This is an optimization exercise on Yosys and OpenROAD, whose aim is small area, a short achievable clock period and few clock cycles per item, not a production implementation.
The RTL was checked by simulation tests, not by an equivalence proof against the original design.

==> flow/design.v (outline; a module is shown in full before it is edited, if it fits) <==
// module mul_s1: 742 lines
// module mul_s2: 217 lines
// module processor: 129 lines
module processor (
    input  logic        clock,
    input  logic        reset,
    output logic [7:0]  memAddr,
    input  logic [15:0] memDataIn,
    output logic        wbEn,
    output logic [3:0]  wbAddr,
    output logic [31:0] wbData
);
  // ...
==> flow/flow/run.sh <==
#!/bin/bash
# The standard layout (standard.sh), with two changes to how it is made:
#  - no full-adder cell extraction in synthesis (ADDER_MAP_FILE empty), so ABC
#    maps the adders and the multiplier tree itself, with timing in view;
#  - timing repair aims for setup slack of 6.5 ns at the 10 ns clock.
# The registers are those of the standard synthesis.
export ADDER_MAP_FILE=
export SETUP_SLACK_MARGIN=6.5
bash standard.sh > standard.log 2>&1
==> flow/standard.sh <==
#!/bin/bash
# synth_recipe.tcl (not shown) runs the flow's synth.tcl, then flattens the netlist and writes it again
# the make line also repeats each setting of config.mk as NAME=value (left out here)
make -C /OpenROAD-flow-scripts/flow DESIGN_CONFIG=/design/flow/config.mk WORK_HOME=/design/flow/orfs CLKGATE_MAP_FILE= SYNTH_SCRIPT=/design/flow/synth_recipe.tcl "${@:-finish}"
==> flow/config.mk <==
export PLATFORM = sky130hd
export DESIGN_NAME = processor
export DESIGN_NICKNAME = processor
export VERILOG_FILES = /design/flow/design.v
export SDC_FILE = /design/flow/constraint.sdc
export NUM_CORES = 4
export LEC_CHECK = 0
export CAP_MARGIN = 20
export CORE_MARGIN = 2
export CORE_UTILIZATION = 40
export PLACE_DENSITY = 0.6
export SLEW_MARGIN = 20
==> flow/constraint.sdc <==
create_clock -name core_clock -period 10.0 [get_ports {clock}]
set_input_delay 2.0000 -clock core_clock [delete_from_list [all_inputs] [get_ports {clock}]]
set_output_delay 2.0000 -clock core_clock [all_outputs]
set_load 0.01 [all_outputs]
==> results list, run 1 <==
- The number of setup buffers added after CTS is 232.
* # clk buffers: 115
* Most common cell after layout, fill and taps aside: sky130_fd_sc_hd__edfxtp_1
* Count of nets after finishing: 5052
- Share of the synthesized area in the top cell type: 32.4%
- IO Port Bufs: 62
- During tapcell insertion the tool placed 1625 well taps.
* Clock root cell: sky130_fd_sc_hd__clkbuf_16
- The synthesized design spends more area on one cell type than any other, namely sky130_fd_sc_hd__edfxtp_1.
* Register share of the cell area: 35.3%
- Routed met1 length: 75.6 mm
* Area after detailed placement: 52000 um^2
* Placeable core area: 122000 um^2
- Number of cells traversed by the worst register-to-register path: 13
* Number of clock sinks seen by CTS: 855
- Area of all placed cells without fillers: 64200 um^2
- The register with the most flip-flops in the layout has 512 of them.
- For hold timing, the worst endpoint is exOp[2].
- Capturing element of the worst setup path: wbData[29]
- Synthesized cell area: 49000 um^2
- The run finished with no timing, DRC or antenna violations.
* Proportion of synthesized flip-flops having asynchronous set or reset: 1.87%
* Register containing the most flip-flops in the final layout: rf
* Average size of a mapped cell: 10.4 um^2
- Multi-input logic gates represent a cell area share of 46.5%.
* Worst relative slew slack: 12.0%
- The critical path is of the reg -> reg type.
Testbench counts, summed over its fixed seeds: cycles 2,129, instrs 2,048.
==> module mul_s2, before the edit <==
module mul_s2 (input logic [166:0] P, output logic [31:0] Y);
    wire s265 = P[15] ^ P[16];
    wire c266 = P[15] & P[16];
    wire s267 = P[20] ^ P[21];
    wire c268 = P[20] & P[21];
    wire s269 = P[24] ^ P[25] ^ P[26];
    wire c270 = (P[24] & P[25]) | (P[24] & P[26]) | (P[25] & P[26]);
    wire s271 = P[27] ^ P[28];
    wire c272 = P[27] & P[28];
    wire s273 = P[30] ^ P[31] ^ P[32];
    wire c274 = (P[30] & P[31]) | (P[30] & P[32]) | (P[31] & P[32]);
    wire s275 = P[33] ^ P[34];
    wire c276 = P[33] & P[34];
    wire s277 = P[35] ^ P[36] ^ P[37];
    wire c278 = (P[35] & P[36]) | (P[35] & P[37]) | (P[36] & P[37]);
    wire s279 = P[38] ^ P[39] ^ P[40];
    wire c280 = (P[38] & P[39]) | (P[38] & P[40]) | (P[39] & P[40]);
    wire s281 = P[41] ^ P[42] ^ P[43];
    wire c282 = (P[41] & P[42]) | (P[41] & P[43]) | (P[42] & P[43]);
    wire s283 = P[44] ^ P[45] ^ P[46];
    wire c284 = (P[44] & P[45]) | (P[44] & P[46]) | (P[45] & P[46]);
    wire s285 = P[47] ^ P[48] ^ P[49];
    wire c286 = (P[47] & P[48]) | (P[47] & P[49]) | (P[48] & P[49]);
    wire s287 = P[50] ^ P[51] ^ P[52];
    wire c288 = (P[50] & P[51]) | (P[50] & P[52]) | (P[51] & P[52]);
    wire s289 = P[53] ^ P[54] ^ P[55];
    wire c290 = (P[53] & P[54]) | (P[53] & P[55]) | (P[54] & P[55]);
    wire s291 = P[56] ^ P[57] ^ P[58];
    wire c292 = (P[56] & P[57]) | (P[56] & P[58]) | (P[57] & P[58]);
    wire s293 = P[59] ^ P[60] ^ P[61];
    wire c294 = (P[59] & P[60]) | (P[59] & P[61]) | (P[60] & P[61]);
    wire s295 = P[62] ^ P[63] ^ P[64];
    wire c296 = (P[62] & P[63]) | (P[62] & P[64]) | (P[63] & P[64]);
    wire s297 = P[65] ^ P[66] ^ P[67];
    wire c298 = (P[65] & P[66]) | (P[65] & P[67]) | (P[66] & P[67]);
    wire s299 = P[68] ^ P[69] ^ P[70];
    wire c300 = (P[68] & P[69]) | (P[68] & P[70]) | (P[69] & P[70]);
    wire s301 = P[71] ^ P[72] ^ P[73];
    wire c302 = (P[71] & P[72]) | (P[71] & P[73]) | (P[72] & P[73]);
    wire s303 = P[74] ^ P[75] ^ P[76];
    wire c304 = (P[74] & P[75]) | (P[74] & P[76]) | (P[75] & P[76]);
    wire s305 = P[77] ^ P[78] ^ P[79];
    wire c306 = (P[77] & P[78]) | (P[77] & P[79]) | (P[78] & P[79]);
    wire s307 = P[80] ^ P[81] ^ P[82];
    wire c308 = (P[80] & P[81]) | (P[80] & P[82]) | (P[81] & P[82]);
    wire s309 = P[83] ^ P[84] ^ P[85];
    wire c310 = (P[83] & P[84]) | (P[83] & P[85]) | (P[84] & P[85]);
    wire s311 = P[86] ^ P[87] ^ P[88];
    wire c312 = (P[86] & P[87]) | (P[86] & P[88]) | (P[87] & P[88]);
    wire s313 = P[89] ^ P[90] ^ P[91];
    wire c314 = (P[89] & P[90]) | (P[89] & P[91]) | (P[90] & P[91]);
    wire s315 = P[92] ^ P[93] ^ P[94];
    wire c316 = (P[92] & P[93]) | (P[92] & P[94]) | (P[93] & P[94]);
    wire s317 = P[95] ^ P[96] ^ P[97];
    wire c318 = (P[95] & P[96]) | (P[95] & P[97]) | (P[96] & P[97]);
    wire s319 = P[98] ^ P[99] ^ P[100];
    wire c320 = (P[98] & P[99]) | (P[98] & P[100]) | (P[99] & P[100]);
    wire s321 = P[101] ^ P[102] ^ P[103];
    wire c322 = (P[101] & P[102]) | (P[101] & P[103]) | (P[102] & P[103]);
    wire s323 = P[104] ^ P[105] ^ P[106];
    wire c324 = (P[104] & P[105]) | (P[104] & P[106]) | (P[105] & P[106]);
    wire s325 = P[107] ^ P[108] ^ P[109];
    wire c326 = (P[107] & P[108]) | (P[107] & P[109]) | (P[108] & P[109]);
    wire s327 = P[110] ^ P[111] ^ P[112];
    wire c328 = (P[110] & P[111]) | (P[110] & P[112]) | (P[111] & P[112]);
    wire s329 = P[113] ^ P[114] ^ P[115];
    wire c330 = (P[113] & P[114]) | (P[113] & P[115]) | (P[114] & P[115]);
    wire s331 = P[116] ^ P[117] ^ P[118];
    wire c332 = (P[116] & P[117]) | (P[116] & P[118]) | (P[117] & P[118]);
    wire s333 = P[119] ^ P[120] ^ P[121];
    wire c334 = (P[119] & P[120]) | (P[119] & P[121]) | (P[120] & P[121]);
    wire s335 = P[122] ^ P[123] ^ P[124];
    wire c336 = (P[122] & P[123]) | (P[122] & P[124]) | (P[123] & P[124]);
    wire s337 = P[125] ^ P[126] ^ P[127];
    wire c338 = (P[125] & P[126]) | (P[125] & P[127]) | (P[126] & P[127]);
    wire s339 = P[128] ^ P[129] ^ P[130];
    wire c340 = (P[128] & P[129]) | (P[128] & P[130]) | (P[129] & P[130]);
    wire s341 = P[131] ^ P[132] ^ P[133];
    wire c342 = (P[131] & P[132]) | (P[131] & P[133]) | (P[132] & P[133]);
    wire s343 = P[134] ^ P[135] ^ P[136];
    wire c344 = (P[134] & P[135]) | (P[134] & P[136]) | (P[135] & P[136]);
    wire s345 = P[137] ^ P[138] ^ P[139];
    wire c346 = (P[137] & P[138]) | (P[137] & P[139]) | (P[138] & P[139]);
    wire s347 = P[140] ^ P[141] ^ P[142];
    wire c348 = (P[140] & P[141]) | (P[140] & P[142]) | (P[141] & P[142]);
    wire s349 = P[143] ^ P[144] ^ P[145];
    wire c350 = (P[143] & P[144]) | (P[143] & P[145]) | (P[144] & P[145]);
    wire s351 = P[146] ^ P[147] ^ P[148];
    wire c352 = (P[146] & P[147]) | (P[146] & P[148]) | (P[147] & P[148]);
    wire s353 = P[149] ^ P[150] ^ P[151];
    wire c354 = (P[149] & P[150]) | (P[149] & P[151]) | (P[150] & P[151]);
    wire s355 = P[152] ^ P[153] ^ P[154];
    wire c356 = (P[152] & P[153]) | (P[152] & P[154]) | (P[153] & P[154]);
    wire s357 = P[155] ^ P[156] ^ P[157];
    wire c358 = (P[155] & P[156]) | (P[155] & P[157]) | (P[156] & P[157]);
    wire s359 = P[158] ^ P[159] ^ P[160];
    wire c360 = (P[158] & P[159]) | (P[158] & P[160]) | (P[159] & P[160]);
    wire s361 = P[161] ^ P[162] ^ P[163];
    wire s363 = P[164] ^ P[165] ^ P[166];
    wire s365 = P[8] ^ P[9];
    wire c366 = P[8] & P[9];
    wire s367 = P[12] ^ P[13];
    wire c368 = P[12] & P[13];
    wire s369 = P[17] ^ P[18] ^ P[19];
    wire c370 = (P[17] & P[18]) | (P[17] & P[19]) | (P[18] & P[19]);
    wire s371 = P[22] ^ P[23] ^ c266;
    wire c372 = (P[22] & P[23]) | (P[22] & c266) | (P[23] & c266);
    wire s373 = P[29] ^ c268 ^ s269;
    wire c374 = (P[29] & c268) | (P[29] & s269) | (c268 & s269);
    wire s375 = c270 ^ c272 ^ s273;
    wire c376 = (c270 & c272) | (c270 & s273) | (c272 & s273);
    wire s377 = c274 ^ c276 ^ s277;
    wire c378 = (c274 & c276) | (c274 & s277) | (c276 & s277);
    wire s379 = c278 ^ c280 ^ s281;
    wire c380 = (c278 & c280) | (c278 & s281) | (c280 & s281);
    wire s381 = c282 ^ c284 ^ s285;
    wire c382 = (c282 & c284) | (c282 & s285) | (c284 & s285);
    wire s383 = c286 ^ c288 ^ s289;
    wire c384 = (c286 & c288) | (c286 & s289) | (c288 & s289);
    wire s385 = c290 ^ c292 ^ s293;
    wire c386 = (c290 & c292) | (c290 & s293) | (c292 & s293);
    wire s387 = c294 ^ c296 ^ s297;
    wire c388 = (c294 & c296) | (c294 & s297) | (c296 & s297);
    wire s389 = c298 ^ c300 ^ s301;
    wire c390 = (c298 & c300) | (c298 & s301) | (c300 & s301);
    wire s391 = c302 ^ c304 ^ s305;
    wire c392 = (c302 & c304) | (c302 & s305) | (c304 & s305);
    wire s393 = c306 ^ c308 ^ s309;
    wire c394 = (c306 & c308) | (c306 & s309) | (c308 & s309);
    wire s395 = c310 ^ c312 ^ s313;
    wire c396 = (c310 & c312) | (c310 & s313) | (c312 & s313);
    wire s397 = c314 ^ c316 ^ s317;
    wire c398 = (c314 & c316) | (c314 & s317) | (c316 & s317);
    wire s399 = c318 ^ c320 ^ s321;
    wire c400 = (c318 & c320) | (c318 & s321) | (c320 & s321);
    wire s401 = c322 ^ c324 ^ s325;
    wire c402 = (c322 & c324) | (c322 & s325) | (c324 & s325);
    wire s403 = c326 ^ c328 ^ s329;
    wire c404 = (c326 & c328) | (c326 & s329) | (c328 & s329);
    wire s405 = c330 ^ c332 ^ s333;
    wire c406 = (c330 & c332) | (c330 & s333) | (c332 & s333);
    wire s407 = c334 ^ c336 ^ s337;
    wire c408 = (c334 & c336) | (c334 & s337) | (c336 & s337);
    wire s409 = c338 ^ c340 ^ s341;
    wire c410 = (c338 & c340) | (c338 & s341) | (c340 & s341);
    wire s411 = c342 ^ c344 ^ s345;
    wire c412 = (c342 & c344) | (c342 & s345) | (c344 & s345);
    wire s413 = c346 ^ c348 ^ s349;
    wire c414 = (c346 & c348) | (c346 & s349) | (c348 & s349);
    wire s415 = c350 ^ c352 ^ s353;
    wire c416 = (c350 & c352) | (c350 & s353) | (c352 & s353);
    wire s417 = c354 ^ c356 ^ s357;
    wire c418 = (c354 & c356) | (c354 & s357) | (c356 & s357);
    wire s419 = c358 ^ c360 ^ s361;
    wire s421 = P[3] ^ P[4];
    wire c422 = P[3] & P[4];
    wire s423 = P[6] ^ P[7];
    wire c424 = P[6] & P[7];
    wire s425 = P[10] ^ P[11] ^ s365;
    wire c426 = (P[10] & P[11]) | (P[10] & s365) | (P[11] & s365);
    wire s427 = P[14] ^ c366 ^ s367;
    wire c428 = (P[14] & c366) | (P[14] & s367) | (c366 & s367);
    wire s429 = s265 ^ c368 ^ s369;
    wire c430 = (s265 & c368) | (s265 & s369) | (c368 & s369);
    wire s431 = s267 ^ c370 ^ s371;
    wire c432 = (s267 & c370) | (s267 & s371) | (c370 & s371);
    wire s433 = s271 ^ c372 ^ s373;
    wire c434 = (s271 & c372) | (s271 & s373) | (c372 & s373);
    wire s435 = s275 ^ c374 ^ s375;
    wire c436 = (s275 & c374) | (s275 & s375) | (c374 & s375);
    wire s437 = s279 ^ c376 ^ s377;
    wire c438 = (s279 & c376) | (s279 & s377) | (c376 & s377);
    wire s439 = s283 ^ c378 ^ s379;
    wire c440 = (s283 & c378) | (s283 & s379) | (c378 & s379);
    wire s441 = s287 ^ c380 ^ s381;
    wire c442 = (s287 & c380) | (s287 & s381) | (c380 & s381);
    wire s443 = s291 ^ c382 ^ s383;
    wire c444 = (s291 & c382) | (s291 & s383) | (c382 & s383);
    wire s445 = s295 ^ c384 ^ s385;
    wire c446 = (s295 & c384) | (s295 & s385) | (c384 & s385);
    wire s447 = s299 ^ c386 ^ s387;
    wire c448 = (s299 & c386) | (s299 & s387) | (c386 & s387);
    wire s449 = s303 ^ c388 ^ s389;
    wire c450 = (s303 & c388) | (s303 & s389) | (c388 & s389);
    wire s451 = s307 ^ c390 ^ s391;
    wire c452 = (s307 & c390) | (s307 & s391) | (c390 & s391);
    wire s453 = s311 ^ c392 ^ s393;
    wire c454 = (s311 & c392) | (s311 & s393) | (c392 & s393);
    wire s455 = s315 ^ c394 ^ s395;
    wire c456 = (s315 & c394) | (s315 & s395) | (c394 & s395);
    wire s457 = s319 ^ c396 ^ s397;
    wire c458 = (s319 & c396) | (s319 & s397) | (c396 & s397);
    wire s459 = s323 ^ c398 ^ s399;
    wire c460 = (s323 & c398) | (s323 & s399) | (c398 & s399);
    wire s461 = s327 ^ c400 ^ s401;
    wire c462 = (s327 & c400) | (s327 & s401) | (c400 & s401);
    wire s463 = s331 ^ c402 ^ s403;
    wire c464 = (s331 & c402) | (s331 & s403) | (c402 & s403);
    wire s465 = s335 ^ c404 ^ s405;
    wire c466 = (s335 & c404) | (s335 & s405) | (c404 & s405);
    wire s467 = s339 ^ c406 ^ s407;
    wire c468 = (s339 & c406) | (s339 & s407) | (c406 & s407);
    wire s469 = s343 ^ c408 ^ s409;
    wire c470 = (s343 & c408) | (s343 & s409) | (c408 & s409);
    wire s471 = s347 ^ c410 ^ s411;
    wire c472 = (s347 & c410) | (s347 & s411) | (c410 & s411);
    wire s473 = s351 ^ c412 ^ s413;
    wire c474 = (s351 & c412) | (s351 & s413) | (c412 & s413);
    wire s475 = s355 ^ c414 ^ s415;
    wire c476 = (s355 & c414) | (s355 & s415) | (c414 & s415);
    wire s477 = s359 ^ c416 ^ s417;
    wire c478 = (s359 & c416) | (s359 & s417) | (c416 & s417);
    wire s479 = s363 ^ c418 ^ s419;
    wire [31:0] row0 = {c478, c476, c474, c472, c470, c468, c466, c464, c462, c460, c458, c456, c454, c452, c450, c448, c446, c444, c442, c440, c438, c436, c434, c432, c430, c428, c426, c424, c422, P[5], P[2], P[0]};
    wire [31:0] row1 = {s479, s477, s475, s473, s471, s469, s467, s465, s463, s461, s459, s457, s455, s453, s451, s449, s447, s445, s443, s441, s439, s437, s435, s433, s431, s429, s427, s425, s423, s421, 1'b0, P[1]};
    assign Y = row0 + row1;
endmodule
==> run 2: changes to the inputs <==
--- a/flow/design.v
+++ b/flow/design.v
@@ -1,3 +1,3 @@
-module mul_s1 (input logic [31:0] A, input logic [31:0] B, input logic S, output logic [166:0] P);
+module mul_s1 (input logic [31:0] A, input logic [31:0] B, input logic S, output logic [118:0] P);
     wire one0 = S ? (B[4:0] == 5'd0) : (B[0] ^ 1'b0);
     wire two0 = S ? (B[4:0] == 5'd1) : ((B[1] & ~B[0] & ~1'b0) | (~B[1] & B[0] & 1'b0));
@@ -573,4 +573,102 @@
     wire s261 = c134 ^ c136 ^ s137;
     wire s263 = s139 ^ s141 ^ s143;
+    wire s265 = pp0_6 ^ pp1_4;
+    wire c266 = pp0_6 & pp1_4;
+    wire s267 = pp0_7 ^ pp1_5;
+    wire c268 = pp0_7 & pp1_5;
+    wire s269 = pp0_8 ^ pp1_6 ^ pp2_4;
+    wire c270 = (pp0_8 & pp1_6) | (pp0_8 & pp2_4) | (pp1_6 & pp2_4);
+    wire s271 = pp3_2 ^ pp4_0;
+    wire c272 = pp3_2 & pp4_0;
+    wire s273 = pp0_9 ^ pp1_7 ^ pp2_5;
+    wire c274 = (pp0_9 & pp1_7) | (pp0_9 & pp2_5) | (pp1_7 & pp2_5);
+    wire s275 = pp3_3 ^ pp4_1;
+    wire c276 = pp3_3 & pp4_1;
+    wire s277 = pp2_6 ^ pp3_4 ^ pp4_2;
+    wire c278 = (pp2_6 & pp3_4) | (pp2_6 & pp4_2) | (pp3_4 & pp4_2);
+    wire s279 = pp5_0 ^ neg5 ^ s145;
+    wire c280 = (pp5_0 & neg5) | (pp5_0 & s145) | (neg5 & s145);
+    wire s281 = pp2_7 ^ pp3_5 ^ pp4_3;
+    wire c282 = (pp2_7 & pp3_5) | (pp2_7 & pp4_3) | (pp3_5 & pp4_3);
+    wire s283 = pp5_1 ^ c146 ^ s147;
+    wire c284 = (pp5_1 & c146) | (pp5_1 & s147) | (c146 & s147);
+    wire s285 = pp5_2 ^ pp6_0 ^ neg6;
+    wire c286 = (pp5_2 & pp6_0) | (pp5_2 & neg6) | (pp6_0 & neg6);
+    wire s287 = c148 ^ s149 ^ s151;
+    wire c288 = (c148 & s149) | (c148 & s151) | (s149 & s151);
+    wire s289 = pp5_3 ^ pp6_1 ^ c150;
+    wire c290 = (pp5_3 & pp6_1) | (pp5_3 & c150) | (pp6_1 & c150);
+    wire s291 = c152 ^ s153 ^ s155;
+    wire c292 = (c152 & s153) | (c152 & s155) | (s153 & s155);
+    wire s293 = neg7 ^ c154 ^ c156;
+    wire c294 = (neg7 & c154) | (neg7 & c156) | (c154 & c156);
+    wire s295 = s157 ^ s159 ^ s161;
+    wire c296 = (s157 & s159) | (s157 & s161) | (s159 & s161);
+    wire s297 = c158 ^ c160 ^ c162;
+    wire c298 = (c158 & c160) | (c158 & c162) | (c160 & c162);
+    wire s299 = s163 ^ s165 ^ s167;
+    wire c300 = (s163 & s165) | (s163 & s167) | (s165 & s167);
+    wire s301 = c164 ^ c166 ^ c168;
+    wire c302 = (c164 & c166) | (c164 & c168) | (c166 & c168);
+    wire s303 = s169 ^ s171 ^ s173;
+    wire c304 = (s169 & s171) | (s169 & s173) | (s171 & s173);
+    wire s305 = c170 ^ c172 ^ c174;
+    wire c306 = (c170 & c172) | (c170 & c174) | (c172 & c174);
+    wire s307 = s175 ^ s177 ^ s179;
+    wire c308 = (s175 & s177) | (s175 & s179) | (s177 & s179);
+    wire s309 = c176 ^ c178 ^ c180;
+    wire c310 = (c176 & c178) | (c176 & c180) | (c178 & c180);
+    wire s311 = s181 ^ s183 ^ s185;
+    wire c312 = (s181 & s183) | (s181 & s185) | (s183 & s185);
+    wire s313 = c182 ^ c184 ^ c186;
+    wire c314 = (c182 & c184) | (c182 & c186) | (c184 & c186);
+    wire s315 = s187 ^ s189 ^ s191;
+    wire c316 = (s187 & s189) | (s187 & s191) | (s189 & s191);
+    wire s317 = c188 ^ c190 ^ c192;
+    wire c318 = (c188 & c190) | (c188 & c192) | (c190 & c192);
+    wire s319 = s193 ^ s195 ^ s197;
+    wire c320 = (s193 & s195) | (s193 & s197) | (s195 & s197);
+    wire s321 = c194 ^ c196 ^ c198;
+    wire c322 = (c194 & c196) | (c194 & c198) | (c196 & c198);
+    wire s323 = s199 ^ s201 ^ s203;
+    wire c324 = (s199 & s201) | (s199 & s203) | (s201 & s203);
+    wire s325 = c200 ^ c202 ^ c204;
+    wire c326 = (c200 & c202) | (c200 & c204) | (c202 & c204);
+    wire s327 = s205 ^ s207 ^ s209;
+    wire c328 = (s205 & s207) | (s205 & s209) | (s207 & s209);
+    wire s329 = c206 ^ c208 ^ c210;
+    wire c330 = (c206 & c208) | (c206 & c210) | (c208 & c210);
+    wire s331 = s211 ^ s213 ^ s215;
+    wire c332 = (s211 & s213) | (s211 & s215) | (s213 & s215);
+    wire s333 = c212 ^ c214 ^ c216;
+    wire c334 = (c212 & c214) | (c212 & c216) | (c214 & c216);
+    wire s335 = s217 ^ s219 ^ s221;
+    wire c336 = (s217 & s219) | (s217 & s221) | (s219 & s221);
+    wire s337 = c218 ^ c220 ^ c222;
+    wire c338 = (c218 & c220) | (c218 & c222) | (c220 & c222);
+    wire s339 = s223 ^ s225 ^ s227;
+    wire c340 = (s223 & s225) | (s223 & s227) | (s225 & s227);
+    wire s341 = c224 ^ c226 ^ c228;
+    wire c342 = (c224 & c226) | (c224 & c228) | (c226 & c228);
+    wire s343 = s229 ^ s231 ^ s233;
+    wire c344 = (s229 & s231) | (s229 & s233) | (s231 & s233);
+    wire s345 = c230 ^ c232 ^ c234;
+    wire c346 = (c230 & c232) | (c230 & c234) | (c232 & c234);
+    wire s347 = s235 ^ s237 ^ s239;
+    wire c348 = (s235 & s237) | (s235 & s239) | (s237 & s239);
+    wire s349 = c236 ^ c238 ^ c240;
+    wire c350 = (c236 & c238) | (c236 & c240) | (c238 & c240);
+    wire s351 = s241 ^ s243 ^ s245;
+    wire c352 = (s241 & s243) | (s241 & s245) | (s243 & s245);
+    wire s353 = c242 ^ c244 ^ c246;
+    wire c354 = (c242 & c244) | (c242 & c246) | (c244 & c246);
+    wire s355 = s247 ^ s249 ^ s251;
+    wire c356 = (s247 & s249) | (s247 & s251) | (s249 & s251);
+    wire s357 = c248 ^ c250 ^ c252;
+    wire c358 = (c248 & c250) | (c248 & c252) | (c250 & c252);
+    wire s359 = s253 ^ s255 ^ s257;
+    wire c360 = (s253 & s255) | (s253 & s257) | (s255 & s257);
+    wire s361 = c254 ^ c256 ^ c258;
+    wire s363 = s259 ^ s261 ^ s263;
     assign P[0] = pp0_0;
     assign P[1] = neg0;
@@ -588,311 +686,165 @@
     assign P[13] = pp1_3;
     assign P[14] = pp2_1;
-    assign P[15] = pp0_6;
-    assign P[16] = pp1_4;
-    assign P[17] = pp2_2;
-    assign P[18] = pp3_0;
-    assign P[19] = neg3;
-    assign P[20] = pp0_7;
-    assign P[21] = pp1_5;
-    assign P[22] = pp2_3;
-    assign P[23] = pp3_1;
-    assign P[24] = pp0_8;
-    assign P[25] = pp1_6;
-    assign P[26] = pp2_4;
-    assign P[27] = pp3_2;
-    assign P[28] = pp4_0;
-    assign P[29] = neg4;
-    assign P[30] = pp0_9;
-    assign P[31] = pp1_7;
-    assign P[32] = pp2_5;
-    assign P[33] = pp3_3;
-    assign P[34] = pp4_1;
-    assign P[35] = pp2_6;
-    assign P[36] = pp3_4;
-    assign P[37] = pp4_2;
-    assign P[38] = pp5_0;
-    assign P[39] = neg5;
-    assign P[40] = s145;
-    assign P[41] = pp2_7;
-    assign P[42] = pp3_5;
-    assign P[43] = pp4_3;
-    assign P[44] = pp5_1;
-    assign P[45] = c146;
-    assign P[46] = s147;
-    assign P[47] = pp5_2;
-    assign P[48] = pp6_0;
-    assign P[49] = neg6;
-    assign P[50] = c148;
-    assign P[51] = s149;
-    assign P[52] = s151;
-    assign P[53] = pp5_3;
-    assign P[54] = pp6_1;
-    assign P[55] = c150;
-    assign P[56] = c152;
-    assign P[57] = s153;
-    assign P[58] = s155;
-    assign P[59] = neg7;
-    assign P[60] = c154;
-    assign P[61] = c156;
-    assign P[62] = s157;
-    assign P[63] = s159;
-    assign P[64] = s161;
-    assign P[65] = c158;
-    assign P[66] = c160;
-    assign P[67] = c162;
-    assign P[68] = s163;
-    assign P[69] = s165;
-    assign P[70] = s167;
-    assign P[71] = c164;
-    assign P[72] = c166;
-    assign P[73] = c168;
-    assign P[74] = s169;
-    assign P[75] = s171;
-    assign P[76] = s173;
-    assign P[77] = c170;
-    assign P[78] = c172;
-    assign P[79] = c174;
-    assign P[80] = s175;
-    assign P[81] = s177;
-    assign P[82] = s179;
-    assign P[83] = c176;
-    assign P[84] = c178;
-    assign P[85] = c180;
-    assign P[86] = s181;
-    assign P[87] = s183;
-    assign P[88] = s185;
-    assign P[89] = c182;
-    assign P[90] = c184;
-    assign P[91] = c186;
-    assign P[92] = s187;
-    assign P[93] = s189;
-    assign P[94] = s191;
-    assign P[95] = c188;
-    assign P[96] = c190;
-    assign P[97] = c192;
-    assign P[98] = s193;
-    assign P[99] = s195;
-    assign P[100] = s197;
-    assign P[101] = c194;
-    assign P[102] = c196;
-    assign P[103] = c198;
-    assign P[104] = s199;
-    assign P[105] = s201;
-    assign P[106] = s203;
-    assign P[107] = c200;
-    assign P[108] = c202;
-    assign P[109] = c204;
-    assign P[110] = s205;
-    assign P[111] = s207;
-    assign P[112] = s209;
-    assign P[113] = c206;
-    assign P[114] = c208;
-    assign P[115] = c210;
-    assign P[116] = s211;
-    assign P[117] = s213;
-    assign P[118] = s215;
-    assign P[119] = c212;
-    assign P[120] = c214;
-    assign P[121] = c216;
-    assign P[122] = s217;
-    assign P[123] = s219;
-    assign P[124] = s221;
-    assign P[125] = c218;
-    assign P[126] = c220;
-    assign P[127] = c222;
-    assign P[128] = s223;
-    assign P[129] = s225;
-    assign P[130] = s227;
-    assign P[131] = c224;
-    assign P[132] = c226;
-    assign P[133] = c228;
-    assign P[134] = s229;
-    assign P[135] = s231;
-    assign P[136] = s233;
-    assign P[137] = c230;
-    assign P[138] = c232;
-    assign P[139] = c234;
-    assign P[140] = s235;
-    assign P[141] = s237;
-    assign P[142] = s239;
-    assign P[143] = c236;
-    assign P[144] = c238;
-    assign P[145] = c240;
-    assign P[146] = s241;
-    assign P[147] = s243;
-    assign P[148] = s245;
-    assign P[149] = c242;
-    assign P[150] = c244;
-    assign P[151] = c246;
-    assign P[152] = s247;
-    assign P[153] = s249;
-    assign P[154] = s251;
-    assign P[155] = c248;
-    assign P[156] = c250;
-    assign P[157] = c252;
-    assign P[158] = s253;
-    assign P[159] = s255;
-    assign P[160] = s257;
-    assign P[161] = c254;
-    assign P[162] = c256;
-    assign P[163] = c258;
-    assign P[164] = s259;
-    assign P[165] = s261;
-    assign P[166] = s263;
+    assign P[15] = pp2_2;
+    assign P[16] = pp3_0;
+    assign P[17] = neg3;
+    assign P[18] = s265;
+    assign P[19] = pp2_3;
+    assign P[20] = pp3_1;
+    assign P[21] = c266;
+    assign P[22] = s267;
+    assign P[23] = neg4;
+    assign P[24] = c268;
+    assign P[25] = s269;
+    assign P[26] = s271;
+    assign P[27] = c270;
+    assign P[28] = c272;
+    assign P[29] = s273;
+    assign P[30] = s275;
+    assign P[31] = c274;
+    assign P[32] = c276;
+    assign P[33] = s277;
+    assign P[34] = s279;
+    assign P[35] = c278;
+    assign P[36] = c280;
+    assign P[37] = s281;
+    assign P[38] = s283;
+    assign P[39] = c282;
+    assign P[40] = c284;
+    assign P[41] = s285;
+    assign P[42] = s287;
+    assign P[43] = c286;
+    assign P[44] = c288;
+    assign P[45] = s289;
+    assign P[46] = s291;
+    assign P[47] = c290;
+    assign P[48] = c292;
+    assign P[49] = s293;
+    assign P[50] = s295;
+    assign P[51] = c294;
+    assign P[52] = c296;
+    assign P[53] = s297;
+    assign P[54] = s299;
+    assign P[55] = c298;
+    assign P[56] = c300;
+    assign P[57] = s301;
+    assign P[58] = s303;
+    assign P[59] = c302;
+    assign P[60] = c304;
+    assign P[61] = s305;
+    assign P[62] = s307;
+    assign P[63] = c306;
+    assign P[64] = c308;
+    assign P[65] = s309;
+    assign P[66] = s311;
+    assign P[67] = c310;
+    assign P[68] = c312;
+    assign P[69] = s313;
+    assign P[70] = s315;
+    assign P[71] = c314;
+    assign P[72] = c316;
+    assign P[73] = s317;
+    assign P[74] = s319;
+    assign P[75] = c318;
+    assign P[76] = c320;
+    assign P[77] = s321;
+    assign P[78] = s323;
+    assign P[79] = c322;
+    assign P[80] = c324;
+    assign P[81] = s325;
+    assign P[82] = s327;
+    assign P[83] = c326;
+    assign P[84] = c328;
+    assign P[85] = s329;
+    assign P[86] = s331;
+    assign P[87] = c330;
+    assign P[88] = c332;
+    assign P[89] = s333;
+    assign P[90] = s335;
+    assign P[91] = c334;
+    assign P[92] = c336;
+    assign P[93] = s337;
+    assign P[94] = s339;
+    assign P[95] = c338;
+    assign P[96] = c340;
+    assign P[97] = s341;
+    assign P[98] = s343;
+    assign P[99] = c342;
+    assign P[100] = c344;
+    assign P[101] = s345;
+    assign P[102] = s347;
+    assign P[103] = c346;
+    assign P[104] = c348;
+    assign P[105] = s349;
+    assign P[106] = s351;
+    assign P[107] = c350;
+    assign P[108] = c352;
+    assign P[109] = s353;
+    assign P[110] = s355;
+    assign P[111] = c354;
+    assign P[112] = c356;
+    assign P[113] = s357;
+    assign P[114] = s359;
+    assign P[115] = c358;
+    assign P[116] = c360;
+    assign P[117] = s361;
+    assign P[118] = s363;
 endmodule
-module mul_s2 (input logic [166:0] P, output logic [31:0] Y);
-    wire s265 = P[15] ^ P[16];
-    wire c266 = P[15] & P[16];
-    wire s267 = P[20] ^ P[21];
-    wire c268 = P[20] & P[21];
-    wire s269 = P[24] ^ P[25] ^ P[26];
-    wire c270 = (P[24] & P[25]) | (P[24] & P[26]) | (P[25] & P[26]);
-    wire s271 = P[27] ^ P[28];
-    wire c272 = P[27] & P[28];
-    wire s273 = P[30] ^ P[31] ^ P[32];
-    wire c274 = (P[30] & P[31]) | (P[30] & P[32]) | (P[31] & P[32]);
-    wire s275 = P[33] ^ P[34];
-    wire c276 = P[33] & P[34];
-    wire s277 = P[35] ^ P[36] ^ P[37];
-    wire c278 = (P[35] & P[36]) | (P[35] & P[37]) | (P[36] & P[37]);
-    wire s279 = P[38] ^ P[39] ^ P[40];
-    wire c280 = (P[38] & P[39]) | (P[38] & P[40]) | (P[39] & P[40]);
-    wire s281 = P[41] ^ P[42] ^ P[43];
-    wire c282 = (P[41] & P[42]) | (P[41] & P[43]) | (P[42] & P[43]);
-    wire s283 = P[44] ^ P[45] ^ P[46];
-    wire c284 = (P[44] & P[45]) | (P[44] & P[46]) | (P[45] & P[46]);
-    wire s285 = P[47] ^ P[48] ^ P[49];
-    wire c286 = (P[47] & P[48]) | (P[47] & P[49]) | (P[48] & P[49]);
-    wire s287 = P[50] ^ P[51] ^ P[52];
-    wire c288 = (P[50] & P[51]) | (P[50] & P[52]) | (P[51] & P[52]);
-    wire s289 = P[53] ^ P[54] ^ P[55];
-    wire c290 = (P[53] & P[54]) | (P[53] & P[55]) | (P[54] & P[55]);
-    wire s291 = P[56] ^ P[57] ^ P[58];
-    wire c292 = (P[56] & P[57]) | (P[56] & P[58]) | (P[57] & P[58]);
-    wire s293 = P[59] ^ P[60] ^ P[61];
-    wire c294 = (P[59] & P[60]) | (P[59] & P[61]) | (P[60] & P[61]);
-    wire s295 = P[62] ^ P[63] ^ P[64];
-    wire c296 = (P[62] & P[63]) | (P[62] & P[64]) | (P[63] & P[64]);
-    wire s297 = P[65] ^ P[66] ^ P[67];
-    wire c298 = (P[65] & P[66]) | (P[65] & P[67]) | (P[66] & P[67]);
-    wire s299 = P[68] ^ P[69] ^ P[70];
-    wire c300 = (P[68] & P[69]) | (P[68] & P[70]) | (P[69] & P[70]);
-    wire s301 = P[71] ^ P[72] ^ P[73];
-    wire c302 = (P[71] & P[72]) | (P[71] & P[73]) | (P[72] & P[73]);
-    wire s303 = P[74] ^ P[75] ^ P[76];
-    wire c304 = (P[74] & P[75]) | (P[74] & P[76]) | (P[75] & P[76]);
-    wire s305 = P[77] ^ P[78] ^ P[79];
-    wire c306 = (P[77] & P[78]) | (P[77] & P[79]) | (P[78] & P[79]);
-    wire s307 = P[80] ^ P[81] ^ P[82];
-    wire c308 = (P[80] & P[81]) | (P[80] & P[82]) | (P[81] & P[82]);
-    wire s309 = P[83] ^ P[84] ^ P[85];
-    wire c310 = (P[83] & P[84]) | (P[83] & P[85]) | (P[84] & P[85]);
-    wire s311 = P[86] ^ P[87] ^ P[88];
-    wire c312 = (P[86] & P[87]) | (P[86] & P[88]) | (P[87] & P[88]);
-    wire s313 = P[89] ^ P[90] ^ P[91];
-    wire c314 = (P[89] & P[90]) | (P[89] & P[91]) | (P[90] & P[91]);
-    wire s315 = P[92] ^ P[93] ^ P[94];
-    wire c316 = (P[92] & P[93]) | (P[92] & P[94]) | (P[93] & P[94]);
-    wire s317 = P[95] ^ P[96] ^ P[97];
-    wire c318 = (P[95] & P[96]) | (P[95] & P[97]) | (P[96] & P[97]);
-    wire s319 = P[98] ^ P[99] ^ P[100];
-    wire c320 = (P[98] & P[99]) | (P[98] & P[100]) | (P[99] & P[100]);
-    wire s321 = P[101] ^ P[102] ^ P[103];
-    wire c322 = (P[101] & P[102]) | (P[101] & P[103]) | (P[102] & P[103]);
-    wire s323 = P[104] ^ P[105] ^ P[106];
-    wire c324 = (P[104] & P[105]) | (P[104] & P[106]) | (P[105] & P[106]);
-    wire s325 = P[107] ^ P[108] ^ P[109];
-    wire c326 = (P[107] & P[108]) | (P[107] & P[109]) | (P[108] & P[109]);
-    wire s327 = P[110] ^ P[111] ^ P[112];
-    wire c328 = (P[110] & P[111]) | (P[110] & P[112]) | (P[111] & P[112]);
-    wire s329 = P[113] ^ P[114] ^ P[115];
-    wire c330 = (P[113] & P[114]) | (P[113] & P[115]) | (P[114] & P[115]);
-    wire s331 = P[116] ^ P[117] ^ P[118];
-    wire c332 = (P[116] & P[117]) | (P[116] & P[118]) | (P[117] & P[118]);
-    wire s333 = P[119] ^ P[120] ^ P[121];
-    wire c334 = (P[119] & P[120]) | (P[119] & P[121]) | (P[120] & P[121]);
-    wire s335 = P[122] ^ P[123] ^ P[124];
-    wire c336 = (P[122] & P[123]) | (P[122] & P[124]) | (P[123] & P[124]);
-    wire s337 = P[125] ^ P[126] ^ P[127];
-    wire c338 = (P[125] & P[126]) | (P[125] & P[127]) | (P[126] & P[127]);
-    wire s339 = P[128] ^ P[129] ^ P[130];
-    wire c340 = (P[128] & P[129]) | (P[128] & P[130]) | (P[129] & P[130]);
-    wire s341 = P[131] ^ P[132] ^ P[133];
-    wire c342 = (P[131] & P[132]) | (P[131] & P[133]) | (P[132] & P[133]);
-    wire s343 = P[134] ^ P[135] ^ P[136];
-    wire c344 = (P[134] & P[135]) | (P[134] & P[136]) | (P[135] & P[136]);
-    wire s345 = P[137] ^ P[138] ^ P[139];
-    wire c346 = (P[137] & P[138]) | (P[137] & P[139]) | (P[138] & P[139]);
-    wire s347 = P[140] ^ P[141] ^ P[142];
-    wire c348 = (P[140] & P[141]) | (P[140] & P[142]) | (P[141] & P[142]);
-    wire s349 = P[143] ^ P[144] ^ P[145];
-    wire c350 = (P[143] & P[144]) | (P[143] & P[145]) | (P[144] & P[145]);
-    wire s351 = P[146] ^ P[147] ^ P[148];
-    wire c352 = (P[146] & P[147]) | (P[146] & P[148]) | (P[147] & P[148]);
-    wire s353 = P[149] ^ P[150] ^ P[151];
-    wire c354 = (P[149] & P[150]) | (P[149] & P[151]) | (P[150] & P[151]);
-    wire s355 = P[152] ^ P[153] ^ P[154];
-    wire c356 = (P[152] & P[153]) | (P[152] & P[154]) | (P[153] & P[154]);
-    wire s357 = P[155] ^ P[156] ^ P[157];
-    wire c358 = (P[155] & P[156]) | (P[155] & P[157]) | (P[156] & P[157]);
-    wire s359 = P[158] ^ P[159] ^ P[160];
-    wire c360 = (P[158] & P[159]) | (P[158] & P[160]) | (P[159] & P[160]);
-    wire s361 = P[161] ^ P[162] ^ P[163];
-    wire s363 = P[164] ^ P[165] ^ P[166];
+module mul_s2 (input logic [118:0] P, output logic [31:0] Y);
     wire s365 = P[8] ^ P[9];
     wire c366 = P[8] & P[9];
     wire s367 = P[12] ^ P[13];
     wire c368 = P[12] & P[13];
-    wire s369 = P[17] ^ P[18] ^ P[19];
-    wire c370 = (P[17] & P[18]) | (P[17] & P[19]) | (P[18] & P[19]);
-    wire s371 = P[22] ^ P[23] ^ c266;
-    wire c372 = (P[22] & P[23]) | (P[22] & c266) | (P[23] & c266);
-    wire s373 = P[29] ^ c268 ^ s269;
-    wire c374 = (P[29] & c268) | (P[29] & s269) | (c268 & s269);
-    wire s375 = c270 ^ c272 ^ s273;
-    wire c376 = (c270 & c272) | (c270 & s273) | (c272 & s273);
-    wire s377 = c274 ^ c276 ^ s277;
-    wire c378 = (c274 & c276) | (c274 & s277) | (c276 & s277);
-    wire s379 = c278 ^ c280 ^ s281;
-    wire c380 = (c278 & c280) | (c278 & s281) | (c280 & s281);
-    wire s381 = c282 ^ c284 ^ s285;
-    wire c382 = (c282 & c284) | (c282 & s285) | (c284 & s285);
-    wire s383 = c286 ^ c288 ^ s289;
-    wire c384 = (c286 & c288) | (c286 & s289) | (c288 & s289);
-    wire s385 = c290 ^ c292 ^ s293;
-    wire c386 = (c290 & c292) | (c290 & s293) | (c292 & s293);
-    wire s387 = c294 ^ c296 ^ s297;
-    wire c388 = (c294 & c296) | (c294 & s297) | (c296 & s297);
-    wire s389 = c298 ^ c300 ^ s301;
-    wire c390 = (c298 & c300) | (c298 & s301) | (c300 & s301);
-    wire s391 = c302 ^ c304 ^ s305;
-    wire c392 = (c302 & c304) | (c302 & s305) | (c304 & s305);
-    wire s393 = c306 ^ c308 ^ s309;
-    wire c394 = (c306 & c308) | (c306 & s309) | (c308 & s309);
-    wire s395 = c310 ^ c312 ^ s313;
-    wire c396 = (c310 & c312) | (c310 & s313) | (c312 & s313);
-    wire s397 = c314 ^ c316 ^ s317;
-    wire c398 = (c314 & c316) | (c314 & s317) | (c316 & s317);
-    wire s399 = c318 ^ c320 ^ s321;
-    wire c400 = (c318 & c320) | (c318 & s321) | (c320 & s321);
-    wire s401 = c322 ^ c324 ^ s325;
-    wire c402 = (c322 & c324) | (c322 & s325) | (c324 & s325);
-    wire s403 = c326 ^ c328 ^ s329;
-    wire c404 = (c326 & c328) | (c326 & s329) | (c328 & s329);
-    wire s405 = c330 ^ c332 ^ s333;
-    wire c406 = (c330 & c332) | (c330 & s333) | (c332 & s333);
-    wire s407 = c334 ^ c336 ^ s337;
-    wire c408 = (c334 & c336) | (c334 & s337) | (c336 & s337);
-    wire s409 = c338 ^ c340 ^ s341;
-    wire c410 = (c338 & c340) | (c338 & s341) | (c340 & s341);
-    wire s411 = c342 ^ c344 ^ s345;
-    wire c412 = (c342 & c344) | (c342 & s345) | (c344 & s345);
-    wire s413 = c346 ^ c348 ^ s349;
-    wire c414 = (c346 & c348) | (c346 & s349) | (c348 & s349);
-    wire s415 = c350 ^ c352 ^ s353;
-    wire c416 = (c350 & c352) | (c350 & s353) | (c352 & s353);
-    wire s417 = c354 ^ c356 ^ s357;
-    wire c418 = (c354 & c356) | (c354 & s357) | (c356 & s357);
-    wire s419 = c358 ^ c360 ^ s361;
+    wire s369 = P[15] ^ P[16] ^ P[17];
+    wire c370 = (P[15] & P[16]) | (P[15] & P[17]) | (P[16] & P[17]);
+    wire s371 = P[19] ^ P[20] ^ P[21];
+    wire c372 = (P[19] & P[20]) | (P[19] & P[21]) | (P[20] & P[21]);
+    wire s373 = P[23] ^ P[24] ^ P[25];
+    wire c374 = (P[23] & P[24]) | (P[23] & P[25]) | (P[24] & P[25]);
+    wire s375 = P[27] ^ P[28] ^ P[29];
+    wire c376 = (P[27] & P[28]) | (P[27] & P[29]) | (P[28] & P[29]);
+    wire s377 = P[31] ^ P[32] ^ P[33];
+    wire c378 = (P[31] & P[32]) | (P[31] & P[33]) | (P[32] & P[33]);
+    wire s379 = P[35] ^ P[36] ^ P[37];
+    wire c380 = (P[35] & P[36]) | (P[35] & P[37]) | (P[36] & P[37]);
+    wire s381 = P[39] ^ P[40] ^ P[41];
+    wire c382 = (P[39] & P[40]) | (P[39] & P[41]) | (P[40] & P[41]);
+    wire s383 = P[43] ^ P[44] ^ P[45];
+    wire c384 = (P[43] & P[44]) | (P[43] & P[45]) | (P[44] & P[45]);
+    wire s385 = P[47] ^ P[48] ^ P[49];
+    wire c386 = (P[47] & P[48]) | (P[47] & P[49]) | (P[48] & P[49]);
+    wire s387 = P[51] ^ P[52] ^ P[53];
+    wire c388 = (P[51] & P[52]) | (P[51] & P[53]) | (P[52] & P[53]);
+    wire s389 = P[55] ^ P[56] ^ P[57];
+    wire c390 = (P[55] & P[56]) | (P[55] & P[57]) | (P[56] & P[57]);
+    wire s391 = P[59] ^ P[60] ^ P[61];
+    wire c392 = (P[59] & P[60]) | (P[59] & P[61]) | (P[60] & P[61]);
+    wire s393 = P[63] ^ P[64] ^ P[65];
+    wire c394 = (P[63] & P[64]) | (P[63] & P[65]) | (P[64] & P[65]);
+    wire s395 = P[67] ^ P[68] ^ P[69];
+    wire c396 = (P[67] & P[68]) | (P[67] & P[69]) | (P[68] & P[69]);
+    wire s397 = P[71] ^ P[72] ^ P[73];
+    wire c398 = (P[71] & P[72]) | (P[71] & P[73]) | (P[72] & P[73]);
+    wire s399 = P[75] ^ P[76] ^ P[77];
+    wire c400 = (P[75] & P[76]) | (P[75] & P[77]) | (P[76] & P[77]);
+    wire s401 = P[79] ^ P[80] ^ P[81];
+    wire c402 = (P[79] & P[80]) | (P[79] & P[81]) | (P[80] & P[81]);
+    wire s403 = P[83] ^ P[84] ^ P[85];
+    wire c404 = (P[83] & P[84]) | (P[83] & P[85]) | (P[84] & P[85]);
+    wire s405 = P[87] ^ P[88] ^ P[89];
+    wire c406 = (P[87] & P[88]) | (P[87] & P[89]) | (P[88] & P[89]);
+    wire s407 = P[91] ^ P[92] ^ P[93];
+    wire c408 = (P[91] & P[92]) | (P[91] & P[93]) | (P[92] & P[93]);
+    wire s409 = P[95] ^ P[96] ^ P[97];
+    wire c410 = (P[95] & P[96]) | (P[95] & P[97]) | (P[96] & P[97]);
+    wire s411 = P[99] ^ P[100] ^ P[101];
+    wire c412 = (P[99] & P[100]) | (P[99] & P[101]) | (P[100] & P[101]);
+    wire s413 = P[103] ^ P[104] ^ P[105];
+    wire c414 = (P[103] & P[104]) | (P[103] & P[105]) | (P[104] & P[105]);
+    wire s415 = P[107] ^ P[108] ^ P[109];
+    wire c416 = (P[107] & P[108]) | (P[107] & P[109]) | (P[108] & P[109]);
+    wire s417 = P[111] ^ P[112] ^ P[113];
+    wire c418 = (P[111] & P[112]) | (P[111] & P[113]) | (P[112] & P[113]);
+    wire s419 = P[115] ^ P[116] ^ P[117];
     wire s421 = P[3] ^ P[4];
     wire c422 = P[3] & P[4];
@@ -903,55 +855,55 @@
     wire s427 = P[14] ^ c366 ^ s367;
     wire c428 = (P[14] & c366) | (P[14] & s367) | (c366 & s367);
-    wire s429 = s265 ^ c368 ^ s369;
-    wire c430 = (s265 & c368) | (s265 & s369) | (c368 & s369);
-    wire s431 = s267 ^ c370 ^ s371;
-    wire c432 = (s267 & c370) | (s267 & s371) | (c370 & s371);
-    wire s433 = s271 ^ c372 ^ s373;
-    wire c434 = (s271 & c372) | (s271 & s373) | (c372 & s373);
-    wire s435 = s275 ^ c374 ^ s375;
-    wire c436 = (s275 & c374) | (s275 & s375) | (c374 & s375);
-    wire s437 = s279 ^ c376 ^ s377;
-    wire c438 = (s279 & c376) | (s279 & s377) | (c376 & s377);
-    wire s439 = s283 ^ c378 ^ s379;
-    wire c440 = (s283 & c378) | (s283 & s379) | (c378 & s379);
-    wire s441 = s287 ^ c380 ^ s381;
-    wire c442 = (s287 & c380) | (s287 & s381) | (c380 & s381);
-    wire s443 = s291 ^ c382 ^ s383;
-    wire c444 = (s291 & c382) | (s291 & s383) | (c382 & s383);
-    wire s445 = s295 ^ c384 ^ s385;
-    wire c446 = (s295 & c384) | (s295 & s385) | (c384 & s385);
-    wire s447 = s299 ^ c386 ^ s387;
-    wire c448 = (s299 & c386) | (s299 & s387) | (c386 & s387);
-    wire s449 = s303 ^ c388 ^ s389;
-    wire c450 = (s303 & c388) | (s303 & s389) | (c388 & s389);
-    wire s451 = s307 ^ c390 ^ s391;
-    wire c452 = (s307 & c390) | (s307 & s391) | (c390 & s391);
-    wire s453 = s311 ^ c392 ^ s393;
-    wire c454 = (s311 & c392) | (s311 & s393) | (c392 & s393);
-    wire s455 = s315 ^ c394 ^ s395;
-    wire c456 = (s315 & c394) | (s315 & s395) | (c394 & s395);
-    wire s457 = s319 ^ c396 ^ s397;
-    wire c458 = (s319 & c396) | (s319 & s397) | (c396 & s397);
-    wire s459 = s323 ^ c398 ^ s399;
-    wire c460 = (s323 & c398) | (s323 & s399) | (c398 & s399);
-    wire s461 = s327 ^ c400 ^ s401;
-    wire c462 = (s327 & c400) | (s327 & s401) | (c400 & s401);
-    wire s463 = s331 ^ c402 ^ s403;
-    wire c464 = (s331 & c402) | (s331 & s403) | (c402 & s403);
-    wire s465 = s335 ^ c404 ^ s405;
-    wire c466 = (s335 & c404) | (s335 & s405) | (c404 & s405);
-    wire s467 = s339 ^ c406 ^ s407;
-    wire c468 = (s339 & c406) | (s339 & s407) | (c406 & s407);
-    wire s469 = s343 ^ c408 ^ s409;
-    wire c470 = (s343 & c408) | (s343 & s409) | (c408 & s409);
-    wire s471 = s347 ^ c410 ^ s411;
-    wire c472 = (s347 & c410) | (s347 & s411) | (c410 & s411);
-    wire s473 = s351 ^ c412 ^ s413;
-    wire c474 = (s351 & c412) | (s351 & s413) | (c412 & s413);
-    wire s475 = s355 ^ c414 ^ s415;
-    wire c476 = (s355 & c414) | (s355 & s415) | (c414 & s415);
-    wire s477 = s359 ^ c416 ^ s417;
-    wire c478 = (s359 & c416) | (s359 & s417) | (c416 & s417);
-    wire s479 = s363 ^ c418 ^ s419;
+    wire s429 = P[18] ^ c368 ^ s369;
+    wire c430 = (P[18] & c368) | (P[18] & s369) | (c368 & s369);
+    wire s431 = P[22] ^ c370 ^ s371;
+    wire c432 = (P[22] & c370) | (P[22] & s371) | (c370 & s371);
+    wire s433 = P[26] ^ c372 ^ s373;
+    wire c434 = (P[26] & c372) | (P[26] & s373) | (c372 & s373);
+    wire s435 = P[30] ^ c374 ^ s375;
+    wire c436 = (P[30] & c374) | (P[30] & s375) | (c374 & s375);
+    wire s437 = P[34] ^ c376 ^ s377;
+    wire c438 = (P[34] & c376) | (P[34] & s377) | (c376 & s377);
+    wire s439 = P[38] ^ c378 ^ s379;
+    wire c440 = (P[38] & c378) | (P[38] & s379) | (c378 & s379);
+    wire s441 = P[42] ^ c380 ^ s381;
+    wire c442 = (P[42] & c380) | (P[42] & s381) | (c380 & s381);
+    wire s443 = P[46] ^ c382 ^ s383;
+    wire c444 = (P[46] & c382) | (P[46] & s383) | (c382 & s383);
+    wire s445 = P[50] ^ c384 ^ s385;
+    wire c446 = (P[50] & c384) | (P[50] & s385) | (c384 & s385);
+    wire s447 = P[54] ^ c386 ^ s387;
+    wire c448 = (P[54] & c386) | (P[54] & s387) | (c386 & s387);
+    wire s449 = P[58] ^ c388 ^ s389;
+    wire c450 = (P[58] & c388) | (P[58] & s389) | (c388 & s389);
+    wire s451 = P[62] ^ c390 ^ s391;
+    wire c452 = (P[62] & c390) | (P[62] & s391) | (c390 & s391);
+    wire s453 = P[66] ^ c392 ^ s393;
+    wire c454 = (P[66] & c392) | (P[66] & s393) | (c392 & s393);
+    wire s455 = P[70] ^ c394 ^ s395;
+    wire c456 = (P[70] & c394) | (P[70] & s395) | (c394 & s395);
+    wire s457 = P[74] ^ c396 ^ s397;
+    wire c458 = (P[74] & c396) | (P[74] & s397) | (c396 & s397);
+    wire s459 = P[78] ^ c398 ^ s399;
+    wire c460 = (P[78] & c398) | (P[78] & s399) | (c398 & s399);
+    wire s461 = P[82] ^ c400 ^ s401;
+    wire c462 = (P[82] & c400) | (P[82] & s401) | (c400 & s401);
+    wire s463 = P[86] ^ c402 ^ s403;
+    wire c464 = (P[86] & c402) | (P[86] & s403) | (c402 & s403);
+    wire s465 = P[90] ^ c404 ^ s405;
+    wire c466 = (P[90] & c404) | (P[90] & s405) | (c404 & s405);
+    wire s467 = P[94] ^ c406 ^ s407;
+    wire c468 = (P[94] & c406) | (P[94] & s407) | (c406 & s407);
+    wire s469 = P[98] ^ c408 ^ s409;
+    wire c470 = (P[98] & c408) | (P[98] & s409) | (c408 & s409);
+    wire s471 = P[102] ^ c410 ^ s411;
+    wire c472 = (P[102] & c410) | (P[102] & s411) | (c410 & s411);
+    wire s473 = P[106] ^ c412 ^ s413;
+    wire c474 = (P[106] & c412) | (P[106] & s413) | (c412 & s413);
+    wire s475 = P[110] ^ c414 ^ s415;
+    wire c476 = (P[110] & c414) | (P[110] & s415) | (c414 & s415);
+    wire s477 = P[114] ^ c416 ^ s417;
+    wire c478 = (P[114] & c416) | (P[114] & s417) | (c416 & s417);
+    wire s479 = P[118] ^ c418 ^ s419;
     wire [31:0] row0 = {c478, c476, c474, c472, c470, c468, c466, c464, c462, c460, c458, c456, c454, c452, c450, c448, c446, c444, c442, c440, c438, c436, c434, c432, c430, c428, c426, c424, c422, P[5], P[2], P[0]};
     wire [31:0] row1 = {s479, s477, s475, s473, s471, s469, s467, s465, s463, s461, s459, s457, s455, s453, s451, s449, s447, s445, s443, s441, s439, s437, s435, s433, s431, s429, s427, s425, s423, s421, 1'b0, P[1]};
@@ -967,5 +919,5 @@
     output logic [31:0] wbData
 );
-    localparam MULB = 167;
+    localparam MULB = 119;
     logic stall;
     logic [7:0]  pc;
@@ -988,23 +940,45 @@
     end
     logic [3:0] ra, rb, rd;
-    logic       imm;
-    assign ra  = ir[7:4];
-    assign rb  = ir[3:0];
-    assign rd  = ir[11:8];
-    assign imm = ir[12];
+    logic       imm, irMul;
+    assign ra    = ir[7:4];
+    assign rb    = ir[3:0];
+    assign rd    = ir[11:8];
+    assign imm   = ir[12];
+    assign irMul = (ir[15:13] == 3'd3) || (ir[15:13] == 3'd4);
+    logic [31:0] exA, exB;
+    logic [2:0]  exOp;
+    logic [3:0]  exRd;
+    logic        exValid, exMul;
+    logic        exFA, exFB;
+    logic [31:0] m2Res;
+    logic [MULB-1:0] m2P;
+    logic        m2Mul;
+    logic [3:0]  m2Rd;
+    logic        m2Valid;
+    logic depA1, depB1, depA2, depB2, depA3, depB3;
+    assign depA1 = exValid && (exRd == ra);
+    assign depB1 = exValid && (exRd == rb) && !imm;
+    assign depA2 = m2Valid && (m2Rd == ra);
+    assign depB2 = m2Valid && (m2Rd == rb) && !imm;
+    assign depA3 = wbEn && (wbAddr == ra);
+    assign depB3 = wbEn && (wbAddr == rb);
+    assign stall = irValid && (((depA1 || depB1) && (irMul || exMul)) ||
+                               ((depA2 || depB2) && m2Mul));
     logic [15:0] selA, selB;
-    logic        bypA, bypB;
-    assign bypA = wbEn && (wbAddr == ra);
-    assign bypB = wbEn && (wbAddr == rb);
+    logic        bypA2, bypB2, bypA3, bypB3;
+    assign bypA2 = depA2;
+    assign bypB2 = m2Valid && (m2Rd == rb);
+    assign bypA3 = depA3 && !bypA2;
+    assign bypB3 = depB3 && !bypB2;
     always_comb begin
         for (int i = 0; i < 16; i++) begin
-            selA[i] = (ra == i[3:0]) && !bypA;
-            selB[i] = (rb == i[3:0]) && !bypB;
+            selA[i] = (ra == i[3:0]) && !bypA2 && !bypA3;
+            selB[i] = (rb == i[3:0]) && !bypB2 && !bypB3;
         end
     end
     logic [31:0] rdA, rdB, rfB;
     always_comb begin
-        rdA = {32{bypA}} & wbData;
-        rfB = {32{bypB}} & wbData;
+        rdA = ({32{bypA2}} & m2Res) | ({32{bypA3}} & wbData);
+        rfB = ({32{bypB2}} & m2Res) | ({32{bypB3}} & wbData);
         for (int i = 0; i < 16; i++) begin
             rdA = rdA | ({32{selA[i]}} & rf[i]);
@@ -1013,22 +987,4 @@
     end
     assign rdB = imm ? {{24{ir[7]}}, ir[7:0]} : rfB;
-    logic [31:0] exA, exB;
-    logic [2:0]  exOp;
-    logic [3:0]  exRd;
-    logic        exValid;
-    logic        exF1A, exF1B, exF2A, exF2B;
-    logic [31:0] m2Res;
-    logic [MULB-1:0] m2P;
-    logic        m2Mul;
-    logic [3:0]  m2Rd;
-    logic        m2Valid;
-    logic exMul;
-    assign exMul = (exOp == 3'd3) || (exOp == 3'd4);    
-    logic depA1, depB1, depA2, depB2;
-    assign depA1 = exValid && (exRd == ra);
-    assign depB1 = exValid && (exRd == rb) && !imm;
-    assign depA2 = m2Valid && (m2Rd == ra);
-    assign depB2 = m2Valid && (m2Rd == rb) && !imm;
-    assign stall = irValid && exMul && (depA1 || depB1);
     always_ff @(posedge clock) begin
         exA  <= rdA;
@@ -1040,22 +996,32 @@
         if (!reset) begin
             exValid <= 1'b0;
-            exF1A   <= 1'b0;
-            exF1B   <= 1'b0;
-            exF2A   <= 1'b0;
-            exF2B   <= 1'b0;
+            exMul   <= 1'b0;
+            exFA    <= 1'b0;
+            exFB    <= 1'b0;
         end else begin
             exValid <= irValid && !stall;
-            exF1A   <= depA1;
-            exF1B   <= depB1;
-            exF2A   <= depA2;
-            exF2B   <= depB2;
+            exMul   <= irValid && !stall && irMul;
+            exFA    <= depA1;
+            exFB    <= depB1;
         end
     end
-    logic [31:0] a, b, res;
-    assign a = exF1A ? m2Res : exF2A ? wbData : exA;
-    assign b = exF1B ? m2Res : exF2B ? wbData : exB;
+    logic [31:0] a, b, sum, res;
+    assign a = exFA ? m2Res : exA;
+    assign b = exFB ? m2Res : exB;
+    logic [31:0] sumRR, sumFR, sumRF;
+    assign sumRR = exA + exB;
+    assign sumFR = m2Res + exB;
+    assign sumRF = exA + m2Res;
+    always_comb begin
+        case ({exFA, exFB})
+            2'b00:   sum = sumRR;
+            2'b10:   sum = sumFR;
+            2'b01:   sum = sumRF;
+            default: sum = {m2Res[30:0], 1'b0};
+        endcase
+    end
     always_comb begin
         case (exOp)
-            3'd0: res = a + b;
+            3'd0: res = sum;
             3'd1: res = a & b;
             3'd2: res = a | b;
@@ -1065,14 +1031,18 @@
     end
     logic [MULB-1:0] mulP;
-    mul_s1 mulStage1 (.A(a), .B(b), .S(exOp[2]), .P(mulP));
+    mul_s1 mulStage1 (.A(exA), .B(exB), .S(exOp[2]), .P(mulP));
     always_ff @(posedge clock) begin
         m2Res <= res;
         m2P   <= mulP;
-        m2Mul <= exMul;
         m2Rd  <= exRd;
     end
     always_ff @(posedge clock or negedge reset) begin
-        if (!reset) m2Valid <= 1'b0;
-        else        m2Valid <= exValid;
+        if (!reset) begin
+            m2Valid <= 1'b0;
+            m2Mul   <= 1'b0;
+        end else begin
+            m2Valid <= exValid;
+            m2Mul   <= exMul;
+        end
     end
     logic [31:0] mulY;
==> flow/flow/run.sh (replaced) <==
#!/bin/bash
set -euo pipefail
W=$(pwd)
F=$W/flow
sed 's#log_cmd abc {\*}\$abc_args#log_cmd abc {*}[lreplace $abc_args 1 1 '"$F"'/abc_delay.script]#' \
    "$FLOW_HOME/scripts/synth.tcl" > "$W/synth_core.tcl"
grep -q abc_delay.script "$W/synth_core.tcl"
sed "s#source \$::env(SCRIPTS_DIR)/synth.tcl#source $W/synth_core.tcl#" synth_recipe.tcl > "$W/synth_top.tcl"
grep -q synth_core.tcl "$W/synth_top.tcl"
sed "s#SYNTH_SCRIPT=[^ ]*#SYNTH_SCRIPT=$W/synth_top.tcl#" standard.sh > "$W/standard_mod.sh"
grep -q synth_top.tcl "$W/standard_mod.sh"
export ADDER_MAP_FILE=
export SETUP_SLACK_MARGIN=${SETUP_SLACK_MARGIN_OVERRIDE:-6.5}
bash "$W/standard_mod.sh" > "$W/standard.log" 2>&1
==> flow/flow/abc_delay.script (new file) <==
&get -n
&st
&dch
&nf -D 2000
&put
buffer -c
topo
stime -c
upsize -c
dnsize -c
==> results list, run 2 <==
- Actual slew at the worst max-slew pin: 1.18 ns
* Final hold violations: 0
- Unrepaired setup endpoints after global routing: yes
* Post-CTS Hold Buffers: 0
* Register containing the most flip-flops in the final layout: rf
* Count of nets after finishing: 5394 (+6.8%)
* Proportion of synthesized flip-flops having asynchronous set or reset: 1.99% (+0.11 points)
- Result of the run: complete, no violations
* F_max: 0.255 GHz
- Antenna violations before repair: 10
- DR DRC count: 0
- The cell area after technology mapping was 50700 um^2 (+3.4%).
* Placeable core area: 126000 um^2 (+3.3%)
- Final HPWL DP: 135 mm
- Total via count in the routed design: 47501
- Across the whole layout, storage elements account for 21700 um^2.
- The post-route netlist has 22.3% of its cells at a drive strength greater than 1.
* Syn Inst Count: 5193
* Number of cells in the design after placement: 6647
- Clock tree from TritonCTS: done
- Number of flops mapped to enable cells by yosys: 528
* Accumulated negative setup slack: 0 ns
- Counting every net in the synthesized netlist gives 5211.
- The cell depth of the worst flop-to-flop path is 12 (-1).
* Number of slew-limit violations in the final report: 0
* Number of register bits inferred by synthesis: 806
* Final worst-path cycle share: 39.2%
- Critical Path Source Type: flip-flop
- Most numerous cell in the Yosys netlist: sky130_fd_sc_hd__xnor2_1
- At the worst endpoint, the required time is 10.52 ns.
* Number of buffers inserted during clock tree synthesis: 89
- The top cell types in the final layout, fill and taps aside, are sky130_fd_sc_hd__edfxtp_1 (528), sky130_fd_sc_hd__xnor2_1 (457), sky130_fd_sc_hd__nand2_1 (451), sky130_fd_sc_hd__a22oi_1 (405), sky130_fd_sc_hd__buf_4 (356).
* Clock root cell: sky130_fd_sc_hd__clkbuf_16
- Sequential elements use 42.4% of the synthesized area.
* Count of unique library cells instantiated by Yosys: 99
- The largest registers in the layout are rf: 512 flops, m2P: 119 flops.
- The worst hold path passes through 0 cells.
- The tool flagged a number of max-cap violations equal to 0.
* Share of the synthesized area in the top cell type: 31.3% (-1.1 points)
- IO Port Bufs: 62 (unchanged)
* Filler instances: 11320
- Most common cell after layout, fill and taps aside: sky130_fd_sc_hd__edfxtp_1
- Overall die area: 130000 um^2
- Starting density of the core: 40.3%
* Syn. warnings: 1
- Depth of the CTS H-tree: 3
- Relative to the synthesized area, the layout overhead comes to 22.9%.
- Critical register-to-register path startpoint: exFA
- Ratio of routed vias to standard cells: 6.69
- The biggest area contributor in the post-synthesis netlist is sky130_fd_sc_hd__edfxtp_1.
- Clock-pin slew was measured on the worst setup and hold paths at 0.06 ns.
- By area the synthesized netlist is led by sky130_fd_sc_hd__edfxtp_1 (31%), sky130_fd_sc_hd__dfxtp_1 (10%), sky130_fd_sc_hd__xnor2_1 (9.2%).
* Area taken by multi-input logic gates: 29900 um^2
- The number of flip-flops under the largest register name was 512 (unchanged).
- CP arrival: 4.44 ns
* Classification of the worst setup path: reg -> reg
- Critical-path cell with the highest stage delay: sky130_fd_sc_hd__dfrtp_4
* 1st-iter DRT viols: 8691
* Worst relative slew slack: 21.5% (+9.5 points)
- Number of cell rows: 130
* First-pass GRT wire length: 311 mm
* Number of clock sinks seen by CTS: 806 (-5.7%)
- In this run the worst path has a maximum fanout of 7.
- Average size of a mapped cell: 9.76 um^2 (-6.4%)
- The via count of the first global-routing pass was 43912.
* Worst stage delay on the critical path: 0.56 ns
* Terminating pin of the worst hold path: exRd[1]
* Global route total overflow: 0
- The number of buffers and inverters on the critical path is 1.
## run 2: logic make-up after synthesis
family	Yosys count	share of synthesized area, %
other	1	0.00740
xor gates and xnor gates	809	14.9
and+or+nand+nor	1333	12.8
buffers and inverters	484	3.88
adders and majority gates	111	2.22
AOI/OAI and AO/OA	1557	21.9
muxes	92	1.87
DFF	806	42.4
## run 2: area by class of cell
type | count | area share, %
inverters | 55 | 0.351
clock buffers | 117 | 4.08
repair buffers | 517 | 8.34
well taps | 1650 | 3.31
multi-input cells | 3907 | 48.0
clock inverters | 50 | 1.03
flip-flops and latches | 806 | 34.8
diodes | 2 | 0.00803
## run 2: worst max path at each step
| stage | from | end | slack [ns] | cells after the start |
|---|---|---|---|---|
| 3_5_place_dp | exOp[2] | m2P[116] | 5.07 | 11 |
| 2_1_floorplan | exFA | m2Res[28] | 6.59 | 12 |
| 6_report | exFA | m2Res[28] | 6.08 | 12 |
| 5_1_grt | exFA | m2Res[28] | 6.00 | 12 |
| 3_3_place_gp | exB[9] | m2P[116] | 4.97 | 13 |
| 4_1_cts | exFA | m2Res[28] | 6.17 | 12 |
## run 2: worst reg2reg max path, cell delays in order (launching register included)
cell and delay [ns]:
sky130_fd_sc_hd__dfrtp_4 0.56, sky130_fd_sc_hd__nand2b_4 0.19, sky130_fd_sc_hd__buf_12 0.14, sky130_fd_sc_hd__mux2i_4 0.19, sky130_fd_sc_hd__maj3_2 0.34, sky130_fd_sc_hd__o31a_1 0.35, sky130_fd_sc_hd__o21ai_4 0.24, sky130_fd_sc_hd__a41oi_4 0.18
sky130_fd_sc_hd__o31a_1 0.38, sky130_fd_sc_hd__o41ai_2 0.24, sky130_fd_sc_hd__xnor2_1 0.24, sky130_fd_sc_hd__a21boi_1 0.14, sky130_fd_sc_hd__or4_4 0.56
## run 2: metal layers
layer	vias to the layer above	wire length, um	GRT usage [%]
li1	19923	-	-
met1	22769	80500	41.0
met2	3801	95400	48.9
met3	998	31200	9.81
met4	10	16300	19.2
met5	-	65	0
## run 2: stage by stage
stage               utilization [%]  instance area [um^2]  hold slack (ns)  worst slack (ns)
finish                         49.5                 62300            0.339              6.08
global route                   49.5                 62300            0.354              6.00
CTS                            47.5                 59700            0.338              6.17
detailed placement             42.4                 53300            0.331              5.07
global placement               42.4                 53300            0.329              4.97
floorplan                         -                 50700            0.323              6.59
## run 2: repair_timing
action	4_1_cts	5_1_grt
gates resized for setup	451	346
setup buffers	154	106
gates cloned	19	9
setup endpoints to repair	242	113
pin swaps	105	176
Testbench counts of run 2, summed over its fixed seeds: cycles 2,264, instrs 2,048.

==> port drivers added, routing unchanged <==
The results above use ideal ports. As a check the final layouts listed here were re-extracted and re-timed, cells and wires unchanged. Step 1 assumes that a clkbuf_16 drives the clock port and a buf_2 every other input. Step 2 also shifts input and output timing later by t, the mid clock arrival at the registers, as if the neighbouring blocks saw the same clock. Three values: no drivers, after step 1, after step 2; two values: the first two.
run | t (ns) | setup WS [ns]
run 1 | 0.759 | 5.688 / 5.688 / 5.688
run 2 | 0.751 | 6.079 / 6.079 / 6.079
After both steps setup and hold are still met in every run listed.
